Background: an optimization exercise with open tools, aiming at small area, a short achievable clock period and few clock cycles per item. Do not read the settings as production practice.
No functional check of the RTL was part of any run shown here.

## design/flow/design.v

```verilog
module LUT (
    input      [4:0]  sel,
    output reg [31:0] value
);
    always @(*) begin
        case (sel)
        5'd0:  value = 32'h5A000000;
        5'd1:  value = 32'h3521E1EA;
        5'd2:  value = 32'h1C124D4A;
        5'd3:  value = 32'h0E4047A0;
        5'd4:  value = 32'h0726F57E;
        5'd5:  value = 32'h0392B95A;
        5'd6:  value = 32'h01C925CA;
        5'd7:  value = 32'h00E45A2C;
        5'd8:  value = 32'h00723A7E;
        5'd9:  value = 32'h003987BA;
        5'd10: value = 32'h001C490E;
        5'd11: value = 32'h000E4520;
        5'd12: value = 32'h000722F8;
        5'd13: value = 32'h0003CCDC;
        5'd14: value = 32'h0001CAAE;
        default: value = 32'h0;
        endcase
    end
endmodule
module V_CORDIC (
    input signed [31:0]      i_data_1,
    input signed [31:0]      i_data_2,
    input                    en,
    input                    rst,
    input                    clk,
    input         [31:0]     LUT,
    output        [31:0]     o_data_1,
    output        [31:0]     o_data_2,
    output        [31:0]     angle,
    output reg               done_flag,
    output        [4:0]      sel
);
    localparam [31:0] ANG0 = 32'h9C20A7BB;    
    reg        busy;
    reg [4:0]  cnt;           
    reg [32:0] x, y;
    reg [31:0] a;
    reg [32:0] hx, hy;
    reg        iter, mul, usehi, swp, last, minv;
    reg [3:0]  shx_a, shy_a;
    wire [4:0] cnt_n = busy ? cnt + 5'd1 : 5'd0;
    wire       iter_n = (cnt_n < 5'd15);
    reg  [3:0] sh_n;
    reg        minv_n;
    always @(*) begin
        minv_n = 1'b0;
        case (cnt_n)
        5'd15: begin sh_n = 4'd1; minv_n = 1'b1; end
        5'd16: begin sh_n = 4'd3; end
        5'd17: begin sh_n = 4'd4; minv_n = 1'b1; end
        5'd18: begin sh_n = 4'd2; end
        5'd19: begin sh_n = 4'd2; minv_n = 1'b1; end
        5'd20: begin sh_n = 4'd3; end
        5'd21: begin sh_n = 4'd3; end
        5'd22: begin sh_n = 4'd3; minv_n = 1'b1; end
        5'd23: begin sh_n = 4'd2; end
        default: sh_n = cnt_n[3:0];
        endcase
    end
    wire neg = y[31];
    wire xs = usehi ? x[32] : x[31];
    wire ys = usehi ? y[32] : y[31];
    wire signed [32:0] shx = $signed({ys, y[31:0]}) >>> shx_a;
    wire signed [32:0] shy = $signed({xs, x[31:0]}) >>> (~shy_a);
    wire invx = (iter & neg)  | minv;
    wire invy = (iter & ~neg) | minv;
    wire cix  = iter & neg;
    wire ciy  = iter & ~neg;
    wire [32:0] ax = mul ? hx : {x[31], x[31:0]};
    wire [32:0] ay = mul ? hy : {y[31], y[31:0]};
    wire [32:0] sumx, sumy;
    cordic_add33 addx (.a(ax), .b(shx ^ {33{invx}}), .ci(cix), .s(sumx));
    cordic_add33 addy (.a(ay), .b(shy ^ {33{invy}}), .ci(ciy), .s(sumy));
    wire [31:0] suma = a + (LUT & {32{neg}});
    wire [32:0] x_n = !busy ? {i_data_1[31], i_data_1} : (swp ? sumy : sumx);
    wire [32:0] y_n = !busy ? {i_data_2[31], i_data_2} : (swp ? sumx : sumy);
    always @(posedge clk or posedge rst) begin
        if (rst) begin
            busy      <= 1'b0;
            cnt       <= 5'd0;
            done_flag <= 1'b0;
        end else begin
            done_flag <= busy & last;
            busy      <= busy ? ~last : en;
            cnt       <= cnt_n;
        end
    end
    always @(posedge clk) begin
        iter  <= iter_n;
        mul   <= (cnt_n >= 5'd15);
        usehi <= (cnt_n >= 5'd16);
        swp   <= (cnt_n >= 5'd14);
        last  <= (cnt_n == 5'd23);
        minv  <= minv_n;
        shx_a <= sh_n;
        shy_a <= ~sh_n;
        x     <= x_n;
        y     <= y_n;
        a     <= busy ? suma : ANG0;
        if (!mul) begin
            hx <= {sumx[31], sumx[31:0]};
            hy <= {sumy[31], sumy[31:0]};
        end
    end
    assign sel      = cnt;
    assign o_data_1 = y[32:1];
    assign o_data_2 = x[32:1];
    assign angle    = a;
endmodule
module cordic_add33(input [32:0] a, input [32:0] b, input ci, output [32:0] s);
  wire [33:0] g0, p0;
  assign g0 = {a & b, ci};
  assign p0 = {a ^ b, 1'b0};
  wire g1_1 = g0[1] | (p0[1] & g0[0]);
  wire g1_2 = g0[2] | (p0[2] & g0[1]);
  wire p1_2 = p0[2] & p0[1];
  wire g1_3 = g0[3] | (p0[3] & g0[2]);
  wire p1_3 = p0[3] & p0[2];
  wire g1_4 = g0[4] | (p0[4] & g0[3]);
  wire p1_4 = p0[4] & p0[3];
  wire g1_5 = g0[5] | (p0[5] & g0[4]);
  wire p1_5 = p0[5] & p0[4];
  wire g1_6 = g0[6] | (p0[6] & g0[5]);
  wire p1_6 = p0[6] & p0[5];
  wire g1_7 = g0[7] | (p0[7] & g0[6]);
  wire p1_7 = p0[7] & p0[6];
  wire g1_8 = g0[8] | (p0[8] & g0[7]);
  wire p1_8 = p0[8] & p0[7];
  wire g1_9 = g0[9] | (p0[9] & g0[8]);
  wire p1_9 = p0[9] & p0[8];
  wire g1_10 = g0[10] | (p0[10] & g0[9]);
  wire p1_10 = p0[10] & p0[9];
  wire g1_11 = g0[11] | (p0[11] & g0[10]);
  wire p1_11 = p0[11] & p0[10];
  wire g1_12 = g0[12] | (p0[12] & g0[11]);
  wire p1_12 = p0[12] & p0[11];
  wire g1_13 = g0[13] | (p0[13] & g0[12]);
  wire p1_13 = p0[13] & p0[12];
  wire g1_14 = g0[14] | (p0[14] & g0[13]);
  wire p1_14 = p0[14] & p0[13];
  wire g1_15 = g0[15] | (p0[15] & g0[14]);
  wire p1_15 = p0[15] & p0[14];
  wire g1_16 = g0[16] | (p0[16] & g0[15]);
  wire p1_16 = p0[16] & p0[15];
  wire g1_17 = g0[17] | (p0[17] & g0[16]);
  wire p1_17 = p0[17] & p0[16];
  wire g1_18 = g0[18] | (p0[18] & g0[17]);
  wire p1_18 = p0[18] & p0[17];
  wire g1_19 = g0[19] | (p0[19] & g0[18]);
  wire p1_19 = p0[19] & p0[18];
  wire g1_20 = g0[20] | (p0[20] & g0[19]);
  wire p1_20 = p0[20] & p0[19];
  wire g1_21 = g0[21] | (p0[21] & g0[20]);
  wire p1_21 = p0[21] & p0[20];
  wire g1_22 = g0[22] | (p0[22] & g0[21]);
  wire p1_22 = p0[22] & p0[21];
  wire g1_23 = g0[23] | (p0[23] & g0[22]);
  wire p1_23 = p0[23] & p0[22];
  wire g1_24 = g0[24] | (p0[24] & g0[23]);
  wire p1_24 = p0[24] & p0[23];
  wire g1_25 = g0[25] | (p0[25] & g0[24]);
  wire p1_25 = p0[25] & p0[24];
  wire g1_26 = g0[26] | (p0[26] & g0[25]);
  wire p1_26 = p0[26] & p0[25];
  wire g1_27 = g0[27] | (p0[27] & g0[26]);
  wire p1_27 = p0[27] & p0[26];
  wire g1_28 = g0[28] | (p0[28] & g0[27]);
  wire p1_28 = p0[28] & p0[27];
  wire g1_29 = g0[29] | (p0[29] & g0[28]);
  wire p1_29 = p0[29] & p0[28];
  wire g1_30 = g0[30] | (p0[30] & g0[29]);
  wire p1_30 = p0[30] & p0[29];
  wire g1_31 = g0[31] | (p0[31] & g0[30]);
  wire p1_31 = p0[31] & p0[30];
  wire g1_32 = g0[32] | (p0[32] & g0[31]);
  wire p1_32 = p0[32] & p0[31];
  wire g1_33 = g0[33] | (p0[33] & g0[32]);
  wire p1_33 = p0[33] & p0[32];
  wire g2_2 = g1_2 | (p1_2 & g0[0]);
  wire g2_3 = g1_3 | (p1_3 & g1_1);
  wire p2_3 = p1_3 & p0[1];
  wire g2_4 = g1_4 | (p1_4 & g1_2);
  wire p2_4 = p1_4 & p1_2;
  wire g2_5 = g1_5 | (p1_5 & g1_3);
  wire p2_5 = p1_5 & p1_3;
  wire g2_6 = g1_6 | (p1_6 & g1_4);
  wire p2_6 = p1_6 & p1_4;
  wire g2_7 = g1_7 | (p1_7 & g1_5);
  wire p2_7 = p1_7 & p1_5;
  wire g2_8 = g1_8 | (p1_8 & g1_6);
  wire p2_8 = p1_8 & p1_6;
  wire g2_9 = g1_9 | (p1_9 & g1_7);
  wire p2_9 = p1_9 & p1_7;
  wire g2_10 = g1_10 | (p1_10 & g1_8);
  wire p2_10 = p1_10 & p1_8;
  wire g2_11 = g1_11 | (p1_11 & g1_9);
  wire p2_11 = p1_11 & p1_9;
  wire g2_12 = g1_12 | (p1_12 & g1_10);
  wire p2_12 = p1_12 & p1_10;
  wire g2_13 = g1_13 | (p1_13 & g1_11);
  wire p2_13 = p1_13 & p1_11;
  wire g2_14 = g1_14 | (p1_14 & g1_12);
  wire p2_14 = p1_14 & p1_12;
  wire g2_15 = g1_15 | (p1_15 & g1_13);
  wire p2_15 = p1_15 & p1_13;
  wire g2_16 = g1_16 | (p1_16 & g1_14);
  wire p2_16 = p1_16 & p1_14;
  wire g2_17 = g1_17 | (p1_17 & g1_15);
  wire p2_17 = p1_17 & p1_15;
  wire g2_18 = g1_18 | (p1_18 & g1_16);
  wire p2_18 = p1_18 & p1_16;
  wire g2_19 = g1_19 | (p1_19 & g1_17);
  wire p2_19 = p1_19 & p1_17;
  wire g2_20 = g1_20 | (p1_20 & g1_18);
  wire p2_20 = p1_20 & p1_18;
  wire g2_21 = g1_21 | (p1_21 & g1_19);
  wire p2_21 = p1_21 & p1_19;
  wire g2_22 = g1_22 | (p1_22 & g1_20);
  wire p2_22 = p1_22 & p1_20;
  wire g2_23 = g1_23 | (p1_23 & g1_21);
  wire p2_23 = p1_23 & p1_21;
  wire g2_24 = g1_24 | (p1_24 & g1_22);
  wire p2_24 = p1_24 & p1_22;
  wire g2_25 = g1_25 | (p1_25 & g1_23);
  wire p2_25 = p1_25 & p1_23;
  wire g2_26 = g1_26 | (p1_26 & g1_24);
  wire p2_26 = p1_26 & p1_24;
  wire g2_27 = g1_27 | (p1_27 & g1_25);
  wire p2_27 = p1_27 & p1_25;
  wire g2_28 = g1_28 | (p1_28 & g1_26);
  wire p2_28 = p1_28 & p1_26;
  wire g2_29 = g1_29 | (p1_29 & g1_27);
  wire p2_29 = p1_29 & p1_27;
  wire g2_30 = g1_30 | (p1_30 & g1_28);
  wire p2_30 = p1_30 & p1_28;
  wire g2_31 = g1_31 | (p1_31 & g1_29);
  wire p2_31 = p1_31 & p1_29;
  wire g2_32 = g1_32 | (p1_32 & g1_30);
  wire p2_32 = p1_32 & p1_30;
  wire g2_33 = g1_33 | (p1_33 & g1_31);
  wire p2_33 = p1_33 & p1_31;
  wire g3_4 = g2_4 | (p2_4 & g0[0]);
  wire g3_5 = g2_5 | (p2_5 & g1_1);
  wire p3_5 = p2_5 & p0[1];
  wire g3_6 = g2_6 | (p2_6 & g2_2);
  wire p3_6 = p2_6 & p1_2;
  wire g3_7 = g2_7 | (p2_7 & g2_3);
  wire p3_7 = p2_7 & p2_3;
  wire g3_8 = g2_8 | (p2_8 & g2_4);
  wire p3_8 = p2_8 & p2_4;
  wire g3_9 = g2_9 | (p2_9 & g2_5);
  wire p3_9 = p2_9 & p2_5;
  wire g3_10 = g2_10 | (p2_10 & g2_6);
  wire p3_10 = p2_10 & p2_6;
  wire g3_11 = g2_11 | (p2_11 & g2_7);
  wire p3_11 = p2_11 & p2_7;
  wire g3_12 = g2_12 | (p2_12 & g2_8);
  wire p3_12 = p2_12 & p2_8;
  wire g3_13 = g2_13 | (p2_13 & g2_9);
  wire p3_13 = p2_13 & p2_9;
  wire g3_14 = g2_14 | (p2_14 & g2_10);
  wire p3_14 = p2_14 & p2_10;
  wire g3_15 = g2_15 | (p2_15 & g2_11);
  wire p3_15 = p2_15 & p2_11;
  wire g3_16 = g2_16 | (p2_16 & g2_12);
  wire p3_16 = p2_16 & p2_12;
  wire g3_17 = g2_17 | (p2_17 & g2_13);
  wire p3_17 = p2_17 & p2_13;
  wire g3_18 = g2_18 | (p2_18 & g2_14);
  wire p3_18 = p2_18 & p2_14;
  wire g3_19 = g2_19 | (p2_19 & g2_15);
  wire p3_19 = p2_19 & p2_15;
  wire g3_20 = g2_20 | (p2_20 & g2_16);
  wire p3_20 = p2_20 & p2_16;
  wire g3_21 = g2_21 | (p2_21 & g2_17);
  wire p3_21 = p2_21 & p2_17;
  wire g3_22 = g2_22 | (p2_22 & g2_18);
  wire p3_22 = p2_22 & p2_18;
  wire g3_23 = g2_23 | (p2_23 & g2_19);
  wire p3_23 = p2_23 & p2_19;
  wire g3_24 = g2_24 | (p2_24 & g2_20);
  wire p3_24 = p2_24 & p2_20;
  wire g3_25 = g2_25 | (p2_25 & g2_21);
  wire p3_25 = p2_25 & p2_21;
  wire g3_26 = g2_26 | (p2_26 & g2_22);
  wire p3_26 = p2_26 & p2_22;
  wire g3_27 = g2_27 | (p2_27 & g2_23);
  wire p3_27 = p2_27 & p2_23;
  wire g3_28 = g2_28 | (p2_28 & g2_24);
  wire p3_28 = p2_28 & p2_24;
  wire g3_29 = g2_29 | (p2_29 & g2_25);
  wire p3_29 = p2_29 & p2_25;
  wire g3_30 = g2_30 | (p2_30 & g2_26);
  wire p3_30 = p2_30 & p2_26;
  wire g3_31 = g2_31 | (p2_31 & g2_27);
  wire p3_31 = p2_31 & p2_27;
  wire g3_32 = g2_32 | (p2_32 & g2_28);
  wire p3_32 = p2_32 & p2_28;
  wire g3_33 = g2_33 | (p2_33 & g2_29);
  wire p3_33 = p2_33 & p2_29;
  wire g4_8 = g3_8 | (p3_8 & g0[0]);
  wire g4_9 = g3_9 | (p3_9 & g1_1);
  wire p4_9 = p3_9 & p0[1];
  wire g4_10 = g3_10 | (p3_10 & g2_2);
  wire p4_10 = p3_10 & p1_2;
  wire g4_11 = g3_11 | (p3_11 & g2_3);
  wire p4_11 = p3_11 & p2_3;
  wire g4_12 = g3_12 | (p3_12 & g3_4);
  wire p4_12 = p3_12 & p2_4;
  wire g4_13 = g3_13 | (p3_13 & g3_5);
  wire p4_13 = p3_13 & p3_5;
  wire g4_14 = g3_14 | (p3_14 & g3_6);
  wire p4_14 = p3_14 & p3_6;
  wire g4_15 = g3_15 | (p3_15 & g3_7);
  wire p4_15 = p3_15 & p3_7;
  wire g4_16 = g3_16 | (p3_16 & g3_8);
  wire p4_16 = p3_16 & p3_8;
  wire g4_17 = g3_17 | (p3_17 & g3_9);
  wire p4_17 = p3_17 & p3_9;
  wire g4_18 = g3_18 | (p3_18 & g3_10);
  wire p4_18 = p3_18 & p3_10;
  wire g4_19 = g3_19 | (p3_19 & g3_11);
  wire p4_19 = p3_19 & p3_11;
  wire g4_20 = g3_20 | (p3_20 & g3_12);
  wire p4_20 = p3_20 & p3_12;
  wire g4_21 = g3_21 | (p3_21 & g3_13);
  wire p4_21 = p3_21 & p3_13;
  wire g4_22 = g3_22 | (p3_22 & g3_14);
  wire p4_22 = p3_22 & p3_14;
  wire g4_23 = g3_23 | (p3_23 & g3_15);
  wire p4_23 = p3_23 & p3_15;
  wire g4_24 = g3_24 | (p3_24 & g3_16);
  wire p4_24 = p3_24 & p3_16;
  wire g4_25 = g3_25 | (p3_25 & g3_17);
  wire p4_25 = p3_25 & p3_17;
  wire g4_26 = g3_26 | (p3_26 & g3_18);
  wire p4_26 = p3_26 & p3_18;
  wire g4_27 = g3_27 | (p3_27 & g3_19);
  wire p4_27 = p3_27 & p3_19;
  wire g4_28 = g3_28 | (p3_28 & g3_20);
  wire p4_28 = p3_28 & p3_20;
  wire g4_29 = g3_29 | (p3_29 & g3_21);
  wire p4_29 = p3_29 & p3_21;
  wire g4_30 = g3_30 | (p3_30 & g3_22);
  wire p4_30 = p3_30 & p3_22;
  wire g4_31 = g3_31 | (p3_31 & g3_23);
  wire p4_31 = p3_31 & p3_23;
  wire g4_32 = g3_32 | (p3_32 & g3_24);
  wire p4_32 = p3_32 & p3_24;
  wire g4_33 = g3_33 | (p3_33 & g3_25);
  wire p4_33 = p3_33 & p3_25;
  wire g5_16 = g4_16 | (p4_16 & g0[0]);
  wire g5_17 = g4_17 | (p4_17 & g1_1);
  wire p5_17 = p4_17 & p0[1];
  wire g5_18 = g4_18 | (p4_18 & g2_2);
  wire p5_18 = p4_18 & p1_2;
  wire g5_19 = g4_19 | (p4_19 & g2_3);
  wire p5_19 = p4_19 & p2_3;
  wire g5_20 = g4_20 | (p4_20 & g3_4);
  wire p5_20 = p4_20 & p2_4;
  wire g5_21 = g4_21 | (p4_21 & g3_5);
  wire p5_21 = p4_21 & p3_5;
  wire g5_22 = g4_22 | (p4_22 & g3_6);
  wire p5_22 = p4_22 & p3_6;
  wire g5_23 = g4_23 | (p4_23 & g3_7);
  wire p5_23 = p4_23 & p3_7;
  wire g5_24 = g4_24 | (p4_24 & g4_8);
  wire p5_24 = p4_24 & p3_8;
  wire g5_25 = g4_25 | (p4_25 & g4_9);
  wire p5_25 = p4_25 & p4_9;
  wire g5_26 = g4_26 | (p4_26 & g4_10);
  wire p5_26 = p4_26 & p4_10;
  wire g5_27 = g4_27 | (p4_27 & g4_11);
  wire p5_27 = p4_27 & p4_11;
  wire g5_28 = g4_28 | (p4_28 & g4_12);
  wire p5_28 = p4_28 & p4_12;
  wire g5_29 = g4_29 | (p4_29 & g4_13);
  wire p5_29 = p4_29 & p4_13;
  wire g5_30 = g4_30 | (p4_30 & g4_14);
  wire p5_30 = p4_30 & p4_14;
  wire g5_31 = g4_31 | (p4_31 & g4_15);
  wire p5_31 = p4_31 & p4_15;
  wire g5_32 = g4_32 | (p4_32 & g4_16);
  wire p5_32 = p4_32 & p4_16;
  wire g5_33 = g4_33 | (p4_33 & g4_17);
  wire p5_33 = p4_33 & p4_17;
  wire g6_32 = g5_32 | (p5_32 & g0[0]);
  wire g6_33 = g5_33 | (p5_33 & g1_1);
  wire p6_33 = p5_33 & p0[1];
  wire [32:0] c = {g6_32, g5_31, g5_30, g5_29, g5_28, g5_27, g5_26, g5_25, g5_24, g5_23, g5_22, g5_21, g5_20, g5_19, g5_18, g5_17, g5_16, g4_15, g4_14, g4_13, g4_12, g4_11, g4_10, g4_9, g4_8, g3_7, g3_6, g3_5, g3_4, g2_3, g2_2, g1_1, g0[0]};
  assign s = p0[33:1] ^ c;
endmodule
module V_CORDIC_Unit (
    input signed [31:0]      i_data_1, 
    input signed [31:0]      i_data_2,
    input                    en,
    input                    rst,
    input                    clk,
    output signed [31:0]     o_data_1,
    output signed [31:0]     o_data_2,
    output signed [31:0]     angle,
    output                   done_flag
);
    wire [31:0] LUT;
    wire [4:0]  sel;    
    V_CORDIC veccor (
        .i_data_1(i_data_1),
        .i_data_2(i_data_2),
        .en(en),
        .rst(rst),
        .clk(clk),
        .LUT(LUT),
        .o_data_1(o_data_1),
        .o_data_2(o_data_2),
        .angle(angle),
        .done_flag(done_flag),
        .sel(sel)
    );
    LUT lut (
        .sel(sel),
        .value(LUT)
    );
endmodule
```

## design/flow/flow/run.sh

```bash
#!/bin/bash
# Standard ORFS layout; port buffers use buf_2 instead of the default choice.
set -o pipefail
bash standard.sh 'BUFFER_PORTS_ARGS=-buffer_cell sky130_fd_sc_hd__buf_2' finish > standard.log 2>&1
```

## design/flow/standard.sh

```bash
#!/bin/bash
# synth_recipe.tcl (not shown) runs the flow's synth.tcl, then flattens the netlist and writes it again
# the make line also repeats each setting of config.mk as NAME=value (left out here)
make -C /OpenROAD-flow-scripts/flow DESIGN_CONFIG=/design/flow/config.mk WORK_HOME=/design/flow/orfs CLKGATE_MAP_FILE= SYNTH_SCRIPT=/design/flow/synth_recipe.tcl "${@:-finish}"
```

## design/flow/config.mk

```make
export PLATFORM = sky130hd
export DESIGN_NAME = V_CORDIC_Unit
export DESIGN_NICKNAME = V_CORDIC_Unit
export VERILOG_FILES = /design/flow/design.v
export SDC_FILE = /design/flow/constraint.sdc
export NUM_CORES = 4
export LEC_CHECK = 0
export CAP_MARGIN = 20
export CORE_MARGIN = 2
export CORE_UTILIZATION = 40
export SETUP_SLACK_MARGIN = 5
export SLEW_MARGIN = 20
```

## design/flow/constraint.sdc

```tcl
create_clock -name core_clock -period 10.0 [get_ports {clk}]
set_input_delay 2.0000 -clock core_clock [delete_from_list [all_inputs] [get_ports {clk}]]
set_output_delay 2.0000 -clock core_clock [all_outputs]
set_load 0.01 [all_outputs]
```

==> results of run 1 <==
## per-stage QoR
| stage | cell area (µm²) | setup WS [ns] | hold slack (ns) |
|---|---|---|---|
| global route | 17900 | 4.93 | 0.570 |
| global placement | 17100 | 4.36 | 0.480 |
| finish | 17900 | 5.23 | 0.531 |
| CTS | 17800 | 5.02 | 0.534 |
| detailed placement | 17100 | 4.54 | 0.509 |
| floorplan | 16400 | 5.85 | 0.400 |
## worst register-to-register path, cell delays in order (launching register included)
cell	delay, ns
dfxtp_2	0.65
clkinvlp_4	0.43
o21ai_2	0.35
mux4_2	0.35
mux2i_1	0.11
a21oi_1	0.25
xnor2_1	0.11
ha_1	0.43
nor2_1	0.06
a211oi_1	0.33
nor2_1	0.12
nor4b_1	0.48
a2111oi_2	0.13
a211oi_1	0.25
xnor2_1	0.20
mux2i_1	0.10
mux2_2	0.29
## sequential cells by signal (all words and copies together), names as in the netlist, 4 cells and up
name and cells:
veccor.y 33, veccor.a 31, veccor.x 33, veccor.shy_a 4, veccor.cnt 5, veccor.hy 32, veccor.hx 32, veccor.shx_a 4
## synthesized netlist by cell type (all sizes together) (7+ instances only)
master	number	area, µm²
o21bai	13	97.6
nand2	204	766
nor2b	26	163
and3	21	131
o211ai	8	60.1
a211oi	32	250
mux4	31	698
nor3	30	155
mux2	79	893
nor2	160	603
nand3	37	190
and2	16	100
clkbuf	82	310
edfxtp	64	1920
o21ai	112	572
nand4	11	68.8
inv	55	206
a21oi	176	900
ha	104	1300
buf	91	609
xnor2	93	815
a221o	12	120
a21o	39	293
dfrtp	7	175
a31oi	39	244
o221ai	8	76.3
o21a	20	150
mux2i	86	861
dfxtp	111	2220
a221oi	10	93.8
a211o	8	70.1
nand2b	11	68.8
xor2	56	490
o31ai	8	60.1
## routing by layer
metal	vias up	routed length [µm]	global-route usage	part of all wire
met3	114	3590	0.0424	0.063
li1	7052	-	-	-
met1	7094	24200	0.339	0.42
met4	0	2860	0.141	0.050
met2	631	26700	0.443	0.47
met5	-	0	0	0
## repair_timing
action                     in CTS  in global routing
gates cloned                    1                  0
setup buffers                   0                  4
hold buffers                    0                  0
gates resized for setup         7                 20
setup endpoints to repair      11                 25
## final timing paths
path / cells after the start / to / slack [ns] / start
max: 16 / veccor.x[32]$_DFF_P_ / 5.23 / veccor.y[31]$_DFF_P_
max in group asynchronous: 2 / veccor.cnt[0]$_DFF_PP0_ / 8.21 / rst
max reg2reg: 16 / veccor.x[32]$_DFF_P_ / 5.23 / veccor.y[31]$_DFF_P_
min: 2 / veccor.a[31]$_SDFF_PN1_ / 0.53 / veccor.a[31]$_SDFF_PN1_
min reg2reg: 2 / veccor.a[31]$_SDFF_PN1_ / 0.53 / veccor.a[31]$_SDFF_PN1_
min in group asynchronous: 2 / veccor.done_flag$_DFF_PP0_ / 1.46 / rst
## layout by cell type, fill, tap and decap left out, drive strengths merged, types with 7 or more instances in the layout
master    netlist  final
a211o           8      8
a211oi         32     32
a21o           39     39
a21oi         176    176
a221o          12     12
a221oi         10     10
a31oi          39     39
and2           16     16
and3           21     21
buf            91    180
clkbuf         82     20
clkinvlp        0      7
dfrtp           7      7
dfxtp         111    111
edfxtp         64     64
ha            104    104
inv            55     59
mux2           79     79
mux2i          86     86
mux4           31     31
nand2         204    204
nand2b         11     11
nand3          37     37
nand4          11     11
nor2          160    160
nor2b          26     26
nor3           30     30
o211ai          8      8
o21a           20     20
o21ai         112    112
o21bai         13     13
o221ai          8      8
o31ai           8      8
xnor2          93     93
xor2           56     56
## kinds of logic (layout without fill, tap and decap cells)
kind of cell / after synthesis / in the layout / synth area share
AOI/OAI and AO/OA: 524 / 524 / 0.204
xor gates and xnor gates: 149 / 149 / 0.0795
adders and majority gates: 107 / 107 / 0.0829
buffers and inverters: 230 / 271 / 0.0691
DFF: 182 / 182 / 0.263
muxes: 196 / 196 / 0.149
other: 1 / 1 / 0.000228
and+or+nand+nor: 548 / 548 / 0.152
## cell type report
type / count / area share
Multi-Input combinational cell: 1525 / 0.617
Clock inverter: 13 / 0.00917
Timing Repair Buffer: 181 / 0.0550
Inverter: 57 / 0.0130
Timing Repair inverter: 1 / 0.000420
Tap cell: 532 / 0.0373
Sequential cell: 182 / 0.243
Clock buffer: 19 / 0.0254
==> run_results.csv, run 1 <==
group,metric,value,unit
status,status,"complete, no violations",
cells_and_area,final_cell_count_no_fill,2510,
placed_design,dp.cells,2473,
worst_hold_path,hp-class,"flop to flop",
timing,fin_worst_skew,0.0127,ns
timing,finalSetupTns,0,ns
floorplan,core.rowCount,74,
timing,fmax,0.209,GHz
setup_path,crit_fanout,11,
drt,vias_per_cell,5.93,
grt,grt_antenna_before_repair,0,
setup_path,cp_top_family,"compound AO/OA/AOI/OAI gates",
drt,wl_per_cell,22.9,µm
setup_path,critical_path_class,"flop to flop",
logic_synthesis,synthArstFlopShare,0.0385,
grt,grt_pass1_vias,13975,
drt,dr.first_iter.drc_count,1504,
clock_tree,cts_buffers,17,
clock_tree,worstSkewPairLatency,0.50,ns
logic_synthesis,netlist_instances,1937,
drt,route.detailed.drc,0,
cells_and_area,n_antenna_cell,0,
setup_path,endpoint_kind,"flop",
floorplan,fp.dieW,207,µm
cells_and_area,drive_gt1_frac,0.191,
drt,num_vias,14891,
floorplan,core,40600,µm²
timing,fin_crit_sh,0.477,
setup_path,critical_path_buf_inv_count,1,
cells_and_area,regArea,4340,µm²
logic_synthesis,yosys_most_used_dff,"dfxtp_1",
setup_path,cp.required,10.39,ns
timing,slew_violations,0,
grt,grt_max_degree,81,
timing,final-hold-violation-count,0,
setup_path,critPathArrivalTime,5.16,ns
clock_tree,cts_tree,"built",
cells_and_area,final_nets,2139,
logic_synthesis,avgSynthCellArea,8.47,µm²
timing,relSlewSlack,0.329,
setup_path,max_stage_delay,0.65,ns
clock_tree,cts-root-buf,"clkbuf_16",
job,drv_cap,0,
drt,dr.pass1.iters,5,
clock_tree,clk_pin_slew,0.07,ns
drt,ant_nets,0,
clock_tree,htreeDepth,4,
floorplan,die_h,207,µm
grt,grt_util_all_layers,0.269,
clock_tree,cts.sinks,182,
cells_and_area,fillerInstances,4066,
drt,wl,57400,µm
setup_path,crit_slowest_cell,"dfxtp_2",
placed_design,io_buffers,162,
logic_synthesis,ys_seq_elements,182,
floorplan,start_util,0.404,
placed_design,dp_hpwl,44500,µm
timing,setup_viol,0,
clock_tree,cts_max_path_buffers,2,
placed_design,gp_congestion,0.953,
cells_and_area,syn2layout_area_growth,8.85,%
floorplan,io_pins,164,
logic_synthesis,synth_cell_types,84,
cells_and_area,multi_input_area,11000,µm²
floorplan,dieArea,42700,µm²
logic_synthesis,syn_area,16400,µm²
timing,rsz0062_at_grt,"true",
setup_path,path_cells,"clkinvlp_4, o21ai_2, mux4_2, mux2i_1, a21oi_1, xnor2_1, ha_1, nor2_1, a211oi_1, nor2_1, nor4b_1, a2111oi_2, a211oi_1, xnor2_1, mux2i_1, mux2_2",
cells_and_area,final_core_util,0.440,
logic_synthesis,ys_warn_count,2,
timing,worst_slew_pin_slew,1.01,ns
logic_synthesis,synth_edf_count,64,
setup_path,cp-start-kind,"flop",
timing,period_needed,4.77,ns
grt,overflow,0,
logic_synthesis,yosysSeqAreaShare,0.263,
grt,grt_pass1_wl,84900,µm
==> inputs of run 2 (changes only) <==
==> design/flow/run.sh (new file) <==
#!/bin/bash
# synth_recipe.tcl (not shown) runs the flow's synth.tcl, then flattens the netlist and writes it again
# the make line also repeats each setting of config.mk as NAME=value (left out here)
make -C /OpenROAD-flow-scripts/flow DESIGN_CONFIG=/design/flow/config.mk WORK_HOME=/design/flow/orfs CLKGATE_MAP_FILE= SYNTH_SCRIPT=/design/flow/synth_recipe.tcl finish
removed: design/flow/flow/run.sh
removed: design/flow/standard.sh
==> run 2 against run 1 <==
Flip-flop and latch count did not move. Maximum frequency is 0.47% lower. Hold slack worse by 0.026 ns. Synthesized cell count is the same. Clock skew is 0.0057 ns higher. Largest cell class unchanged. Highest routed layer unchanged.
==> run_results.csv, run 2 <==
group,metric,value,unit
timing,period_needed,4.80,ns
logic_synthesis,synth_common_cells,"nand2_1, a21oi_1, nor2_1, dfxtp_1, o21ai_0",
logic_synthesis,synthTopCellsByArea,"dfxtp_1, edfxtp_1, ha_1",
timing,relSlewSlack,0.292,
worst_hold_path,timing.hold.worst.start,"veccor.a[31]$_SDFF_PN1_",
grt,grt_max_degree,77,
setup_path,worst-r2r-setup-slack,5.20,ns
drt,route.detailed.drc,0,
logic_synthesis,yosys_most_used_dff,"dfxtp_1",
worst_hold_path,hp-class,"flop to flop",
drt,wl_met3,4050,µm
cells_and_area,reg.largest.list,"veccor.x (33), veccor.y (33)",
status,status,"complete, no violations",
placed_design,io_buffers,162,
setup_path,cp-startpoint,"veccor.usehi$_DFF_P_",
grt,overflow,0,
setup_path,cp-start-kind,"flop",
logic_synthesis,synth_edf_count,64,
logic_synthesis,netlist_instances,1937,
timing,final-hold-violation-count,0,
cells_and_area,regArea,4340,µm²
cells_and_area,n_antenna_cell,0,
setup_path,crit_fanout,10,
floorplan,core,40600,µm²
placed_design,pre_cts_ws,4.20,ns
timing,fin_crit_sh,0.480,
clock_tree,worstSkewPairLatency,0.48,ns
placed_design,dp_hpwl,45600,µm
floorplan,io_pins,164,
floorplan,die_h,207,µm
logic_synthesis,synth.most_common_cell,"nand2_1",
clock_tree,cts_hold_buf,0,
logic_synthesis,synth-simple-area-share,0.152,
floorplan,dieArea,42700,µm²
cells_and_area,fillerInstances,3958,
cells_and_area,final_core_util,0.459,
drt,dr.pass1.iters,5,
clock_tree,htreeDepth,4,
clock_tree,cts_tree,"built",
floorplan,fp.dieW,207,µm
drt,wl_per_cell,23.5,µm
drt,num_vias,14860,
logic_synthesis,synth_cell_types,84,
grt,grt_antenna_before_repair,0,
job,drv_cap,0,
timing,setup_viol,0,
clock_tree,cts_max_path_buffers,2,
drt,wl_met1,24500,µm
cells_and_area,final_cell_count_no_fill,2508,
setup_path,crit-reg2reg-launch,"veccor.usehi$_DFF_P_",
logic_synthesis,yosysSeqAreaShare,0.263,
setup_path,endpoint_kind,"flop",
logic_synthesis,syn_area,16400,µm²
grt,grt_util_all_layers,0.274,
drt,ant_nets,0,
clock_tree,clk_pin_slew,0.08,ns
timing,slew_violations,0,
logic_synthesis,ys_seq_elements,182,
setup_path,cp.required,10.33,ns
drt,wl,58900,µm
grt,grt_pass1_vias,13982,
logic_synthesis,synthArstFlopShare,0.0385,
drt,dr.first_iter.drc_count,1384,
logic_synthesis,synth_xor_area_frac,0.0795,
clock_tree,cts_buffers,17,
cells_and_area,drive_gt1_frac,0.107,
timing,fin_worst_skew,0.0184,ns
logic_synthesis,synth_top_family_by_area,"compound AO/OA/AOI/OAI gates",
logic_synthesis,synth-compound-area-share,0.204,
clock_tree,cts-root-buf,"clkbuf_16",
placed_design,gp_congestion,0.974,
logic_synthesis,ys_warn_count,2,
cells_and_area,layout_commonest_cell,"nand2_1",
timing,fmax,0.209,GHz
drt,vias_per_cell,5.93,
logic_synthesis,synthAdderAreaFrac,0.0829,
logic_synthesis,synth_top_cell_by_area,"dfxtp_1",
cells_and_area,final_nets,2137,
cells_and_area,multi_input_area,11000,µm²
cells_and_area,syn2layout_area_growth,13.7,%
clock_tree,cts.sinks,182,
timing,finalSetupTns,0,ns
logic_synthesis,synth_top_area_frac,0.135,
floorplan,core.rowCount,74,
timing,rsz0062_at_grt,"true",
drt,routed-wl-met2,27400,µm
logic_synthesis,synth_mux_area_frac,0.149,
cells_and_area,final_cell_mix,"nand2_1, a21oi_1, clkdlybuf4s50_1",
setup_path,critical_path_class,"flop to flop",
floorplan,start_util,0.404,
setup_path,critPathArrivalTime,5.12,ns
grt,grt_pass1_wl,86500,µm
logic_synthesis,avgSynthCellArea,8.47,µm²
timing,fin_ws,5.20,ns
timing,worst_slew_pin_slew,1.05,ns
placed_design,dp.cells,2473,
drt,top_layer_used,"met4",
## run 2: worst max-delay path: stages, from the launching register on
cell and delay [ns]:
dfxtp_1 0.51, mux2_2 0.42, mux4_2 0.51, o21ai_1 0.31, mux2i_1 0.17, xnor2_1 0.17
ha_1 0.49, nand4_1 0.16, nor2_1 0.22, nand4_1 0.22, a211oi_4 0.43, nor3_1 0.12
o21bai_1 0.24, a21oi_1 0.14, xor2_1 0.30, o221ai_1 0.20
## run 2: logic make-up after synthesis
group | Yosys count
simple gates | 548
compound gates | 524
buf+inv | 230
mux | 196
flops | 182
xor+xnor | 149
fa+ha+maj | 107
other cells | 1
## run 2: worst paths after layout
check	cells after the start	endpoint
max	15	veccor.x[28]$_DFF_P_
min in group asynchronous	2	veccor.cnt[0]$_DFF_PP0_
max reg2reg	15	veccor.x[28]$_DFF_P_
min reg2reg	2	veccor.a[31]$_SDFF_PN1_
min	2	veccor.a[31]$_SDFF_PN1_
max in group asynchronous	2	veccor.busy$_DFF_PP0_
## run 2: cell type report
type                            count  share of cell area
Multi-Input combinational cell   1525               0.592
Sequential cell                   182               0.233
Timing Repair Buffer              180              0.0953
Tap cell                          532              0.0357
Clock buffer                       19              0.0255
Inverter                           57              0.0118
Clock inverter                     13             0.00718
## run 2: per-layer routing
layer  up-vias  global-route usage
met1      7052               0.350
met2       666               0.447
met3       105              0.0432
li1       7037                   -
met4         0               0.139
met5         -                   0
## run 2: repair_timing
action	4_1_cts	5_1_grt
buffers inserted	0	3
endpoints found under the hold margin	0	0
pin swaps	0	0
setup endpoints to repair	23	46
gates resized for setup	8	17
## run 2: per-stage QoR
stage,area [µm²],hold slack [ns]
after floorplan,16400,0.400
after global placement,17900,0.488
after detailed placement,17900,0.486
after CTS,18600,0.508
after global routing,18700,0.530
final,18700,0.505
==> inputs of run 3 (changes only) <==
==> design/flow/flow/run.sh (new file) <==
#!/bin/bash
# Standard ORFS layout with two changes: port buffers are buf_1 cells, and
# repair_timing aims at a setup margin of 7 ns.
set -o pipefail
bash standard.sh 'BUFFER_PORTS_ARGS=-buffer_cell sky130_fd_sc_hd__buf_1' SETUP_SLACK_MARGIN=7 finish > standard.log 2>&1
==> design/flow/standard.sh (new file) <==
#!/bin/bash
# synth_recipe.tcl (not shown) runs the flow's synth.tcl, then flattens the netlist and writes it again
# the make line also repeats each setting of config.mk as NAME=value (left out here)
make -C /OpenROAD-flow-scripts/flow DESIGN_CONFIG=/design/flow/config.mk WORK_HOME=/design/flow/orfs CLKGATE_MAP_FILE= SYNTH_SCRIPT=/design/flow/synth_recipe.tcl "${@:-finish}"
--- a/design/flow/config.mk
+++ b/design/flow/config.mk
@@ -10,3 +10,2 @@
 export CORE_UTILIZATION = 40
-export SETUP_SLACK_MARGIN = 5
 export SLEW_MARGIN = 20
removed: design/flow/run.sh
==> run 3 against run 2 <==
Hold slack worse by 0.064 ns. Still clean. Core utilization is 14 points higher. Maximum frequency is 16% higher. First-iteration DRC count is 52% higher.
==> run_results.csv, run 3 <==
group,metric,value,unit
setup_path,cp.required,10.36,ns
timing,fin_crit_sh,0.414,
logic_synthesis,netlist_instances,1937,
timing,finalSetupTns,0,ns
logic_synthesis,synth_edf_count,64,
placed_design,dp_hpwl,42900,µm
logic_synthesis,ys_warn_count,2,
setup_path,crit_slowest_cell,"dfxtp_4",
cells_and_area,n_antenna_cell,0,
logic_synthesis,syn_area,16400,µm²
logic_synthesis,synthTopCellsByArea,"dfxtp_1, edfxtp_1, ha_1",
timing,final-hold-violation-count,0,
floorplan,fp.dieW,207,µm
drt,vias_per_cell,6.19,
placed_design,gp_congestion,1.00,
cells_and_area,syn2layout_area_growth,48.5,%
drt,dr.pass1.iters,7,
setup_path,cp-start-kind,"flop",
cells_and_area,regArea,4620,µm²
cells_and_area,multi_input_area,14200,µm²
logic_synthesis,yosysSeqAreaShare,0.263,
setup_path,critical_path_class,"flop to flop",
cells_and_area,reg.largest.list,"veccor.x (33), veccor.y (33)",
grt,grt_pass1_wl,94000,µm
timing,worst_slew_pin_slew,1.02,ns
drt,route.detailed.drc,0,
floorplan,core.rowCount,74,
setup_path,endpoint_kind,"flop",
drt,ant_nets,0,
status,status,"complete, no violations",
setup_path,crit_fanout,21,
cells_and_area,final_cell_mix,"buf_4, nand2_1, nor2_1",
floorplan,io_pins,164,
timing,slew_violations,0,
clock_tree,cts_max_path_buffers,2,
cells_and_area,fillerInstances,3221,
floorplan,core,40600,µm²
grt,grt_util_all_layers,0.292,
drt,wl_per_cell,24.1,µm
grt,overflow,0,
cells_and_area,drive_gt1_frac,0.494,
logic_synthesis,synth_common_cells,"nand2_1, a21oi_1, nor2_1, dfxtp_1, o21ai_0",
clock_tree,cts_tree,"built",
logic_synthesis,synthArstFlopShare,0.0385,
timing,setup_viol,0,
timing,relSlewSlack,0.317,
timing,fmax,0.242,GHz
setup_path,max_stage_delay,0.40,ns
worst_hold_path,hp-class,"flop to flop",
logic_synthesis,synth_cell_types,84,
logic_synthesis,avgSynthCellArea,8.47,µm²
cells_and_area,layout_commonest_cell,"buf_4",
setup_path,path_cells,"buf_12, clkinvlp_4, buf_4, a211o_1, o211ai_1, o21ai_4, xor2_2, ha_1, nand4b_1, a211oi_4, nor3_4, a211oi_4, buf_6, nor3_2, o211ai_1, xnor2_1, mux2i_1, mux2_2",
logic_synthesis,synth.most_common_cell,"nand2_1",
logic_synthesis,synth_top_area_frac,0.135,
grt,grt_max_degree,78,
clock_tree,cts.sinks,182,
cells_and_area,final_nets,2458,
floorplan,start_util,0.404,
drt,wl,68300,µm
floorplan,dieArea,42700,µm²
logic_synthesis,yosys_most_used_dff,"dfxtp_1",
clock_tree,htreeDepth,4,
clock_tree,cts_buffers,17,
logic_synthesis,ys_seq_elements,182,
setup_path,critPathArrivalTime,4.50,ns
grt,grt_antenna_before_repair,1,
clock_tree,cts-root-buf,"clkbuf_16",
timing,fin_worst_skew,0.0107,ns
logic_synthesis,synth_top_cell_by_area,"dfxtp_1",
drt,dr.first_iter.drc_count,2104,
grt,grt_pass1_vias,15835,
placed_design,io_buffers,162,
clock_tree,worstSkewPairLatency,0.48,ns
floorplan,die_h,207,µm
job,drv_cap,0,
clock_tree,clk_pin_slew,0.07,ns
timing,period_needed,4.14,ns
timing,rsz0062_at_grt,"true",
drt,num_vias,17500,
run 3: cell types whose count changed in the layout (fill, tap and decap cells not counted), sizes merged:
cell           delta
buf             +464
clkbuf           +19
clkinvlp          +4
inv               -6
clkinv            +1
bufbuf            +1
clkdlybuf4s50   -162
run 3: final cells by class:
class                      count  area share
clock inverter                 9     0.00380
clock buffer                  23      0.0227
inverter                      57      0.0112
timing repair buffer         498       0.163
timing repair inverter         3    0.000924
sequential                   182       0.190
multi-input combinational   1525       0.582
tap                          532      0.0273
run 3: per-stage QoR:
stage	utilization	hold WS, ns	instance area (µm²)	instances	worst slack, ns
after CTS	0.535	0.450	21800	2704	6.00
final	0.600	0.441	24400	2829	5.86
after global placement	0.424	0.421	17300	2468	5.10
after detailed placement	0.425	0.431	17300	2468	5.06
after global routing	0.600	0.476	24400	2829	5.73
after floorplan	-	0.400	16900	1937	6.40
run 3: worst max-delay path, delay by kind of cell (launching register included):
| family | cells | cell delay, ns |
|---|---|---|
| buffers and inverters | 4 | 0.68 |
| flip-flops | 1 | 0.40 |
| AND/OR/NAND/NOR | 3 | 0.38 |
| multiplexers | 2 | 0.41 |
| XOR/XNOR | 2 | 0.34 |
| AO/OA/AOI/OAI | 6 | 1.46 |
| adder cells (fa/ha/maj) | 1 | 0.31 |
run 3: worst paths after layout:
check | start | endpoint | slack (ns) | cells after the start
setup / recovery | veccor.shy_a[2]$_DFF_P_ | veccor.x[32]$_DFF_P_ | 5.86 | 18
hold / removal | veccor.last$_DFF_P_ | veccor.busy$_DFF_PP0_ | 0.44 | 1
setup reg to reg | veccor.shy_a[2]$_DFF_P_ | veccor.x[32]$_DFF_P_ | 5.86 | 18
max in group asynchronous | rst | veccor.cnt[2]$_DFF_PP0_ | 8.28 | 2
min in group asynchronous | rst | veccor.done_flag$_DFF_PP0_ | 1.43 | 2
hold reg to reg | veccor.last$_DFF_P_ | veccor.busy$_DFF_PP0_ | 0.44 | 1
run 3: cell families after synthesis:
| kind of cell | synth area share |
|---|---|
| other | 0.000228 |
| buffers and inverters | 0.0691 |
| AO/OA/AOI/OAI | 0.204 |
| multiplexers | 0.149 |
| AND/OR/NAND/NOR | 0.152 |
| adder cells (fa/ha/maj) | 0.0829 |
| flip-flops | 0.263 |
| XOR/XNOR | 0.0795 |
run 3: what timing repair did:
action,in CTS,in global routing
setup buffers,198,123
gates cloned,6,2
hold buffers,0,0
setup endpoints to repair,250,226
pin swaps,163,185
resized for setup,594,343
hold endpoints to repair,0,0
run 3: per-layer routing:
metal | track usage | part of all wire | wire length [µm]
met5 | 0 | 0.00019 | 13
met4 | 0.119 | 0.048 | 3300
met3 | 0.0576 | 0.090 | 6160
met2 | 0.476 | 0.47 | 32100
met1 | 0.377 | 0.39 | 26700
==> inputs of run 4 (changes only) <==
--- a/design/flow/design.v
+++ b/design/flow/design.v
@@ -68,4 +68,5 @@
     wire ys = usehi ? y[32] : y[31];
-    wire signed [32:0] shx = $signed({ys, y[31:0]}) >>> shx_a;
-    wire signed [32:0] shy = $signed({xs, x[31:0]}) >>> (~shy_a);
+    wire [32:0] shx, shy;
+    cordic_sra33 srx (.d({ys, y[31:0]}), .sh(shx_a), .q(shx));
+    cordic_sra33 sry (.d({xs, x[31:0]}), .sh(~shy_a), .q(shy));
     wire invx = (iter & neg)  | minv;
@@ -77,4 +78,4 @@
     wire [32:0] sumx, sumy;
-    cordic_add33 addx (.a(ax), .b(shx ^ {33{invx}}), .ci(cix), .s(sumx));
-    cordic_add33 addy (.a(ay), .b(shy ^ {33{invy}}), .ci(ciy), .s(sumy));
+    cordic_addsub33 addx (.a(ax), .b(shx), .inv(invx), .ci(cix), .s(sumx));
+    cordic_addsub33 addy (.a(ay), .b(shy), .inv(invy), .ci(ciy), .s(sumy));
     wire [31:0] suma = a + (LUT & {32{neg}});
@@ -115,2 +116,18 @@
 endmodule
+module cordic_sra33 (
+    input  [32:0] d,
+    input  [3:0]  sh,
+    output [32:0] q
+);
+    assign q = $signed(d) >>> sh;
+endmodule
+module cordic_addsub33 (
+    input  [32:0] a,
+    input  [32:0] b,
+    input         inv,
+    input         ci,
+    output [32:0] s
+);
+    cordic_add33 add (.a(a), .b(b ^ {33{inv}}), .ci(ci), .s(s));
+endmodule
 module cordic_add33(input [32:0] a, input [32:0] b, input ci, output [32:0] s);
--- a/design/flow/config.mk
+++ b/design/flow/config.mk
@@ -11 +11,2 @@
 export SLEW_MARGIN = 20
+export SYNTH_HIERARCHICAL = 1
==> run 4 against run 3 <==
Via count fell by 1.7%. Critical path depth shrank 1. Synthesized cell count grew 8.9%. Sequential share of layout area grew 0.27 points. Register-to-register slack lost 0.06 ns. Global-route usage fell by 2.3 points. Area after synthesis up 9.7%. Critical endpoint unchanged.
==> run_results.csv, run 4 <==
group,metric,value,unit
status,status,"complete, no violations",
grt,grt_pass1_vias,16453,
logic_synthesis,yosysSeqAreaShare,0.241,
floorplan,core,44300,µm²
logic_synthesis,avgSynthCellArea,8.53,µm²
floorplan,fp.dieW,216,µm
setup_path,cp_top_family,"compound AO/OA/AOI/OAI gates",
setup_path,crit-reg2reg-launch,"veccor.shy_a[2]$_DFF_P_",
cells_and_area,reg.largest.list,"veccor.x (33), veccor.y (33)",
setup_path,endpoint_kind,"flop",
drt,ant_nets,0,
clock_tree,cts_max_path_buffers,2,
timing,final-hold-violation-count,0,
worst_hold_path,min_to,"veccor.busy$_DFF_PP0_",
logic_synthesis,ys_seq_elements,183,
timing,relSlewSlack,0.348,
logic_synthesis,synth_cell_types,95,
clock_tree,worstSkewPairLatency,0.51,ns
setup_path,crit_slowest_cell,"mux4_2",
logic_synthesis,ys_warn_count,8,
clock_tree,clk_pin_slew,0.07,ns
setup_path,reg2reg_to,"veccor.x[32]$_DFF_P_",
logic_synthesis,yosys_most_used_dff,"dfxtp_1",
clock_tree,cts.sinks,183,
drt,vias_per_cell,5.90,
timing,fin_worst_skew,0.0104,ns
setup_path,critical_path_class,"flop to flop",
cells_and_area,n_antenna_cell,0,
cells_and_area,final_nets,2483,
cells_and_area,final_cell_count_no_fill,2914,
clock_tree,htreeDepth,4,
setup_path,r2r_cells,17,
drt,dr.pass1.iters,5,
timing,fin_crit_sh,0.420,
cells_and_area,fillerInstances,3936,
drt,num_vias,17194,
floorplan,die_h,216,µm
floorplan,start_util,0.406,
timing,setup_viol,0,
timing,fmax,0.238,GHz
logic_synthesis,synth_common_cells,"a21oi_1, mux2i_1, nor2_1, nand2_1, dfxtp_1",
timing,period_needed,4.20,ns
grt,grt_antenna_before_repair,0,
setup_path,worst-r2r-setup-slack,5.80,ns
placed_design,dp_hpwl,45000,µm
grt,grt_pass1_wl,96900,µm
logic_synthesis,netlist_instances,2110,
grt,grt_util_all_layers,0.268,
cells_and_area,final_core_util,0.545,
drt,route.detailed.drc,0,
clock_tree,cts_hold_buf,0,
placed_design,dp.cells,2673,
drt,dr.first_iter.drc_count,1505,
placed_design,gp_congestion,0.946,
setup_path,crit_fanout,6,
logic_synthesis,synth_edf_count,64,
grt,overflow,0,
cells_and_area,layout_commonest_cell,"a21oi_1",
logic_synthesis,syn_area,18000,µm²
logic_synthesis,synth_top_cell_by_area,"dfxtp_1",
floorplan,dieArea,46700,µm²
timing,worst_slew_pin_slew,0.977,ns
logic_synthesis,synth_top_area_frac,0.125,
logic_synthesis,synth.most_common_cell,"a21oi_1",
grt,grt_max_degree,98,
worst_hold_path,hp-class,"flop to flop",
clock_tree,cts_tree,"built",
setup_path,cp-start-kind,"flop",
setup_path,critical_path_buf_inv_count,2,
cells_and_area,final_cell_mix,"a21oi_1, nor2_1, mux2i_1",
timing,rsz0062_at_grt,"true",
drt,wl_per_cell,22.4,µm
setup_path,critPathArrivalTime,4.64,ns
timing,finalSetupTns,0,ns
setup_path,cp.required,10.44,ns
floorplan,core.rowCount,77,
timing,hold_ws,0.433,ns
worst_hold_path,timing.hold.worst.start,"veccor.last$_DFF_P_",
logic_synthesis,synthArstFlopShare,0.0383,
drt,wl,65400,µm
cells_and_area,syn2layout_area_growth,34.0,%
timing,slew_violations,0,
setup_path,max_stage_delay,0.53,ns
clock_tree,cts_buffers,17,
logic_synthesis,synthTopCellsByArea,"dfxtp_1, edfxtp_1, mux2i_1",
floorplan,io_pins,164,
cells_and_area,drive_gt1_frac,0.400,
placed_design,io_buffers,163,
job,drv_cap,0,
clock_tree,cts-root-buf,"clkbuf_16",
setup_path,path_cells,"buf_12, inv_16, mux4_2, mux2_4, nor2_2, a21oi_2, xor2_1, ha_1, o211a_4, a211o_4, a221oi_4, or3_4, nand3_4, mux2i_2, nor3_2, mux2i_1, a21oi_1",
worst_hold_path,hold_depth,1,
==> run 4: final cells by class <==
cell class	instances	area (µm²)	area share
multi-input combinational	1671	14900	0.617
tap	592	741	0.0307
clock inverter	14	124	0.00513
inverter	54	256	0.0106
sequential	183	4640	0.192
clock buffer	18	429	0.0178
timing repair inverter	4	33.8	0.00140
timing repair buffer	378	3030	0.126
==> run 4: how the worst max path moves through the flow <==
stage	cells after the start	from	slack, ns	to
finish	17	veccor.shy_a[2]$_DFF_P_	5.80	veccor.x[32]$_DFF_P_
global route	20	veccor.shy_a[3]$_DFF_P_	5.65	veccor.y[31]$_DFF_P_
CTS	17	veccor.shy_a[3]$_DFF_P_	5.89	veccor.x[32]$_DFF_P_
detailed placement	16	veccor.shy_a[0]$_DFF_P_	4.60	veccor.y[31]$_DFF_P_
global placement	15	veccor.shx_a[0]$_DFF_P_	4.66	veccor.y[31]$_DFF_P_
floorplan	17	veccor.shy_a[3]$_DFF_P_	6.32	veccor.x[32]$_DFF_P_
==> run 4: worst reg2reg max path, cell delays in order (launching register included) <==
cell	delay [ns]
dfxtp_4	0.37
buf_12	0.13
inv_16	0.07
mux4_2	0.53
mux2_4	0.30
nor2_2	0.11
a21oi_2	0.07
xor2_1	0.17
ha_1	0.37
o211a_4	0.18
a211o_4	0.37
a221oi_4	0.46
or3_4	0.23
nand3_4	0.10
mux2i_2	0.18
nor3_2	0.23
mux2i_1	0.11
a21oi_1	0.15
==> run 4: logic make-up after synthesis <==
logic type / share of synthesized area
xor+xnor: 0.0681
buf+inv: 0.0853
simple gates: 0.156
compound gates: 0.207
fa+ha+maj: 0.0756
other cells: 0.000208
mux: 0.167
flops: 0.241
==> run 4: modules after synthesis (local to each module, per instance), excerpt <==
| module | copies in the design | flip-flops and latches | cells |
|---|---|---|---|
| cordic_sra33 | 2 | 0 | 212 |
| cordic_add33 | 2 | 0 | 260 |
| cordic_addsub33 | 2 | 0 | 37 |
| V_CORDIC | 1 | 183 | 976 |
| LUT | 1 | 0 | 116 |
==> run 4: routing by layer <==
metal,up-vias,wire length [µm],GRT usage
li1,8093,-,-
met1,8402,29100,0.366
met3,92,3420,0.0351
met2,607,30900,0.434
met5,-,0,0
met4,0,1960,0.0968
==> run 4: timing repair <==
item	4_1_cts	5_1_grt
endpoints found under the hold margin	0	0
setup buffers	135	68
pin swaps	139	130
setup endpoints to repair	254	222
gates resized for setup	624	219
cloned	6	0
==> run 4: stage by stage <==
stage / area [µm²] / setup slack (ns)
after CTS: 22500 / 5.89
after floorplan: 18200 / 6.32
after global placement: 18300 / 4.66
after detailed placement: 18300 / 4.60
final: 24100 / 5.80
after global routing: 24100 / 5.65
==> inputs of run 5 (changes only) <==
==> design/flow/run.sh (new file) <==
#!/bin/bash
# synth_recipe.tcl (not shown) runs the flow's synth.tcl, then flattens the netlist and writes it again
# the make line also repeats each setting of config.mk as NAME=value (left out here)
make -C /OpenROAD-flow-scripts/flow DESIGN_CONFIG=/design/flow/config.mk WORK_HOME=/design/flow/orfs CLKGATE_MAP_FILE= SYNTH_SCRIPT=/design/flow/synth_recipe.tcl finish
--- a/design/flow/config.mk
+++ b/design/flow/config.mk
@@ -10,2 +10,3 @@
 export CORE_UTILIZATION = 40
+export SETUP_SLACK_MARGIN = 5
 export SLEW_MARGIN = 20
removed: design/flow/flow/run.sh
removed: design/flow/standard.sh
==> run 5 against run 4 <==
Clock skew increased by 0.0031 ns. Via count decreased by 7.7%. Flip-flop and latch count unchanged. Highest routed layer unchanged. Synthesized cell count unchanged. Final cell count decreased by 6.8%. Final area decreased by 18%. Routed wire length decreased by 9.2%. Critical path type unchanged.
==> run_results.csv, run 5 <==
group,metric,value,unit
status,status,"complete, no violations",
drt,wl_met3,2980,µm
setup_path,cp-start-kind,"flop",
setup_path,critPathArrivalTime,5.17,ns
placed_design,dp_hpwl,45900,µm
job,drv_cap,0,
logic_synthesis,avgSynthCellArea,8.53,µm²
logic_synthesis,synthTopCellsByArea,"dfxtp_1, edfxtp_1, mux2i_1",
grt,grt_pass1_vias,15353,
logic_synthesis,synth_edf_count,64,
setup_path,crit_fanout,36,
timing,relSlewSlack,0.334,
drt,route.detailed.drc,0,
cells_and_area,fillerInstances,4389,
logic_synthesis,synth_common_cells,"a21oi_1, mux2i_1, nor2_1, nand2_1, dfxtp_1",
drt,wl_met1,27900,µm
timing,setup_viol,0,
logic_synthesis,synthArstFlopShare,0.0383,
placed_design,gp_congestion,0.947,
clock_tree,htreeDepth,4,
timing,rsz0062_at_grt,"true",
logic_synthesis,synth_top_cell_by_area,"dfxtp_1",
timing,slew_violations,0,
logic_synthesis,synth.most_common_cell,"a21oi_1",
clock_tree,clk_pin_slew,0.07,ns
placed_design,dp.cells,2679,
logic_synthesis,yosys_most_used_dff,"dfxtp_1",
grt,overflow,0,
setup_path,worstSetupEndpoint,"veccor.x[25]$_DFF_P_",
timing,fmax,0.212,GHz
logic_synthesis,synth_cell_types,95,
floorplan,dieArea,46700,µm²
cells_and_area,final_core_util,0.448,
timing,period_needed,4.72,ns
timing,finalSetupTns,0,ns
clock_tree,cts-root-buf,"clkbuf_16",
drt,dr.first_iter.drc_count,1235,
floorplan,core.rowCount,77,
logic_synthesis,ys_seq_elements,183,
floorplan,start_util,0.406,
floorplan,io_pins,164,
clock_tree,cts_hold_buf,0,
setup_path,endpoint_kind,"flop",
drt,routed-wl-met2,27200,µm
drt,num_vias,15873,
setup_path,critical_path_class,"flop to flop",
drt,top_layer_used,"met4",
clock_tree,cts_buffers,17,
placed_design,io_buffers,163,
clock_tree,cts_max_path_buffers,2,
worst_hold_path,hold_depth,1,
setup_path,cp.required,10.44,ns
drt,wl_per_cell,21.8,µm
drt,ant_nets,0,
logic_synthesis,ys_warn_count,8,
timing,fin_worst_skew,0.0135,ns
cells_and_area,n_antenna_cell,0,
timing,hold_ws,0.436,ns
setup_path,worst-r2r-setup-slack,5.28,ns
logic_synthesis,synth_top_area_frac,0.125,
grt,grt_pass1_wl,90900,µm
cells_and_area,drive_gt1_frac,0.106,
timing,worst_slew_pin_slew,0.999,ns
grt,grt_max_degree,84,
worst_hold_path,hp-class,"flop to flop",
floorplan,core,44300,µm²
setup_path,r2r_cells,16,
drt,dr.pass1.iters,6,
clock_tree,cts.sinks,183,
cells_and_area,reg.largest.list,"veccor.x (33), veccor.y (33)",
logic_synthesis,yosysSeqAreaShare,0.241,
cells_and_area,final_cell_mix,"a21oi_1, mux2i_1, nor2_1",
drt,vias_per_cell,5.84,
grt,grt_antenna_before_repair,0,
floorplan,fp.dieW,216,µm
timing,fin_crit_sh,0.472,
grt,grt_util_all_layers,0.251,
setup_path,cp-startpoint,"veccor.shx_a[3]$_DFF_P_",
clock_tree,worstSkewPairLatency,0.52,ns
cells_and_area,syn2layout_area_growth,10.2,%
cells_and_area,final_cell_count_no_fill,2716,
setup_path,crit-reg2reg-launch,"veccor.shx_a[3]$_DFF_P_",
floorplan,die_h,216,µm
logic_synthesis,syn_area,18000,µm²
timing,final-hold-violation-count,0,
drt,wl,59300,µm
cells_and_area,final_nets,2285,
cells_and_area,layout_commonest_cell,"a21oi_1",
clock_tree,cts_tree,"built",
logic_synthesis,netlist_instances,2110,
setup_path,reg2reg_to,"veccor.x[25]$_DFF_P_",
run 5: cell type report:
type,count,area [µm²],share of cell area
clock buffers,21,440,0.0222
inverters,54,216,0.0109
repair inverters,1,5.00,0.000252
repair buffers,184,1800,0.0906
well taps,592,741,0.0373
clock inverters,11,98.8,0.00498
multi-input cells,1670,12200,0.614
flip-flops and latches,183,4350,0.219
run 5: worst min path at each step:
stage | start | endpoint | slack [ns]
after detailed placement | veccor.last$_DFF_P_ | veccor.busy$_DFF_PP0_ | 0.42
final | veccor.last$_DFF_P_ | veccor.busy$_DFF_PP0_ | 0.44
after CTS | veccor.last$_DFF_P_ | veccor.busy$_DFF_PP0_ | 0.45
after global routing | veccor.last$_DFF_P_ | veccor.busy$_DFF_PP0_ | 0.47
after floorplan | veccor.last$_DFF_P_ | veccor.busy$_DFF_PP0_ | 0.40
after global placement | veccor.last$_DFF_P_ | veccor.busy$_DFF_PP0_ | 0.42
run 5: stage by stage:
step / area (µm²) / setup WS [ns]
final: 19800 / 5.28
after global routing: 19800 / 4.96
after CTS: 19700 / 5.12
after detailed placement: 19200 / 4.49
after global placement: 19200 / 4.51
after floorplan: 18000 / 6.31
run 5: cell families (layout without fill, tap and decap cells):
| family | Yosys count | count (layout) | synth area share |
|---|---|---|---|
| fa+ha+maj | 107 | 107 | 0.0756 |
| simple gates | 582 | 582 | 0.156 |
| flops | 183 | 183 | 0.241 |
| compound gates | 560 | 560 | 0.207 |
| other cells | 1 | 2 | 0.000208 |
| mux | 279 | 279 | 0.167 |
| xor+xnor | 140 | 140 | 0.0681 |
| buf+inv | 258 | 271 | 0.0853 |
run 5: critical path, stage by stage (launching register included):
cell	delay, ns
dfxtp_1	0.31
buf_4	0.37
mux4_2	0.57
mux2_2	0.30
nor2_1	0.09
nor2_1	0.07
xor2_1	0.17
fa_1	0.49
a211oi_1	0.45
nor3_2	0.18
o2111ai_1	0.31
a2111oi_2	0.17
o31ai_1	0.52
nand4b_1	0.20
o311ai_2	0.17
mux2i_1	0.13
a21oi_1	0.16
run 5: routing by layer:
layer / vias up / GRT usage
li1: 7670 / -
met2: 453 / 0.405
met3: 60 / 0.0428
met4: 0 / 0.0726
met1: 7690 / 0.345
met5: - / 0
run 5: modules after synthesis (local to each module, per instance), a selection:
module           cells  copies in the design  cell area (µm²)
cordic_add33       260                     2             1850
cordic_sra33       212                     2             1570
cordic_addsub33     37                     2              360
V_CORDIC           976                     1             9700
LUT                116                     1              743
run 5: timing repair:
action                     CTS  global route
setup endpoints to repair   32            34
gates cloned                 0             1
setup buffers                0             4
resized for setup            6            18
pin swaps                    0             2

-- re-timing with driven ports --
How much do the figures lean on ideal ports? The routed layouts below were timed once more, with nothing changed but the port constraints. Step 1 sets driving cells, clkbuf_16 on the clock port and buf_2 on the other inputs (assumed; they add their load-dependent delay and slew). Step 2 moves the port delays by t, midway between the first and last clock arrival at a register: inputs arrive t later, outputs are due t later. That takes back most of the time a late clock gives input paths. Three values: no drivers, after step 1, after step 2; two values: the first two.
| run | t (ns) | setup WS [ns] | hold slack, ns | worst setup path at the end | slew at the worst register clock pin (ns) |
|---|---|---|---|---|---|
| run 1 | 0.552 | 5.226 / 5.226 / 5.226 | 0.531 / 0.531 / 0.531 | register to register | 0.08 / 0.08 |
| run 2 | 0.526 | 5.204 / 5.204 / 5.204 | 0.505 / 0.505 / 0.505 | register to register | 0.08 / 0.08 |
| run 3 | 0.534 | 5.859 / 5.859 / 5.859 | 0.441 / 0.441 / 0.441 | register to register | 0.08 / 0.08 |
| run 4 | 0.568 | 5.798 / 5.798 / 5.798 | 0.433 / 0.433 / 0.433 | register to register | 0.08 / 0.08 |
| run 5 | 0.569 | 5.277 / 5.277 / 5.277 | 0.436 / 0.436 / 0.436 | register to register | 0.08 / 0.08 |
After both steps setup and hold are still met in every run listed.
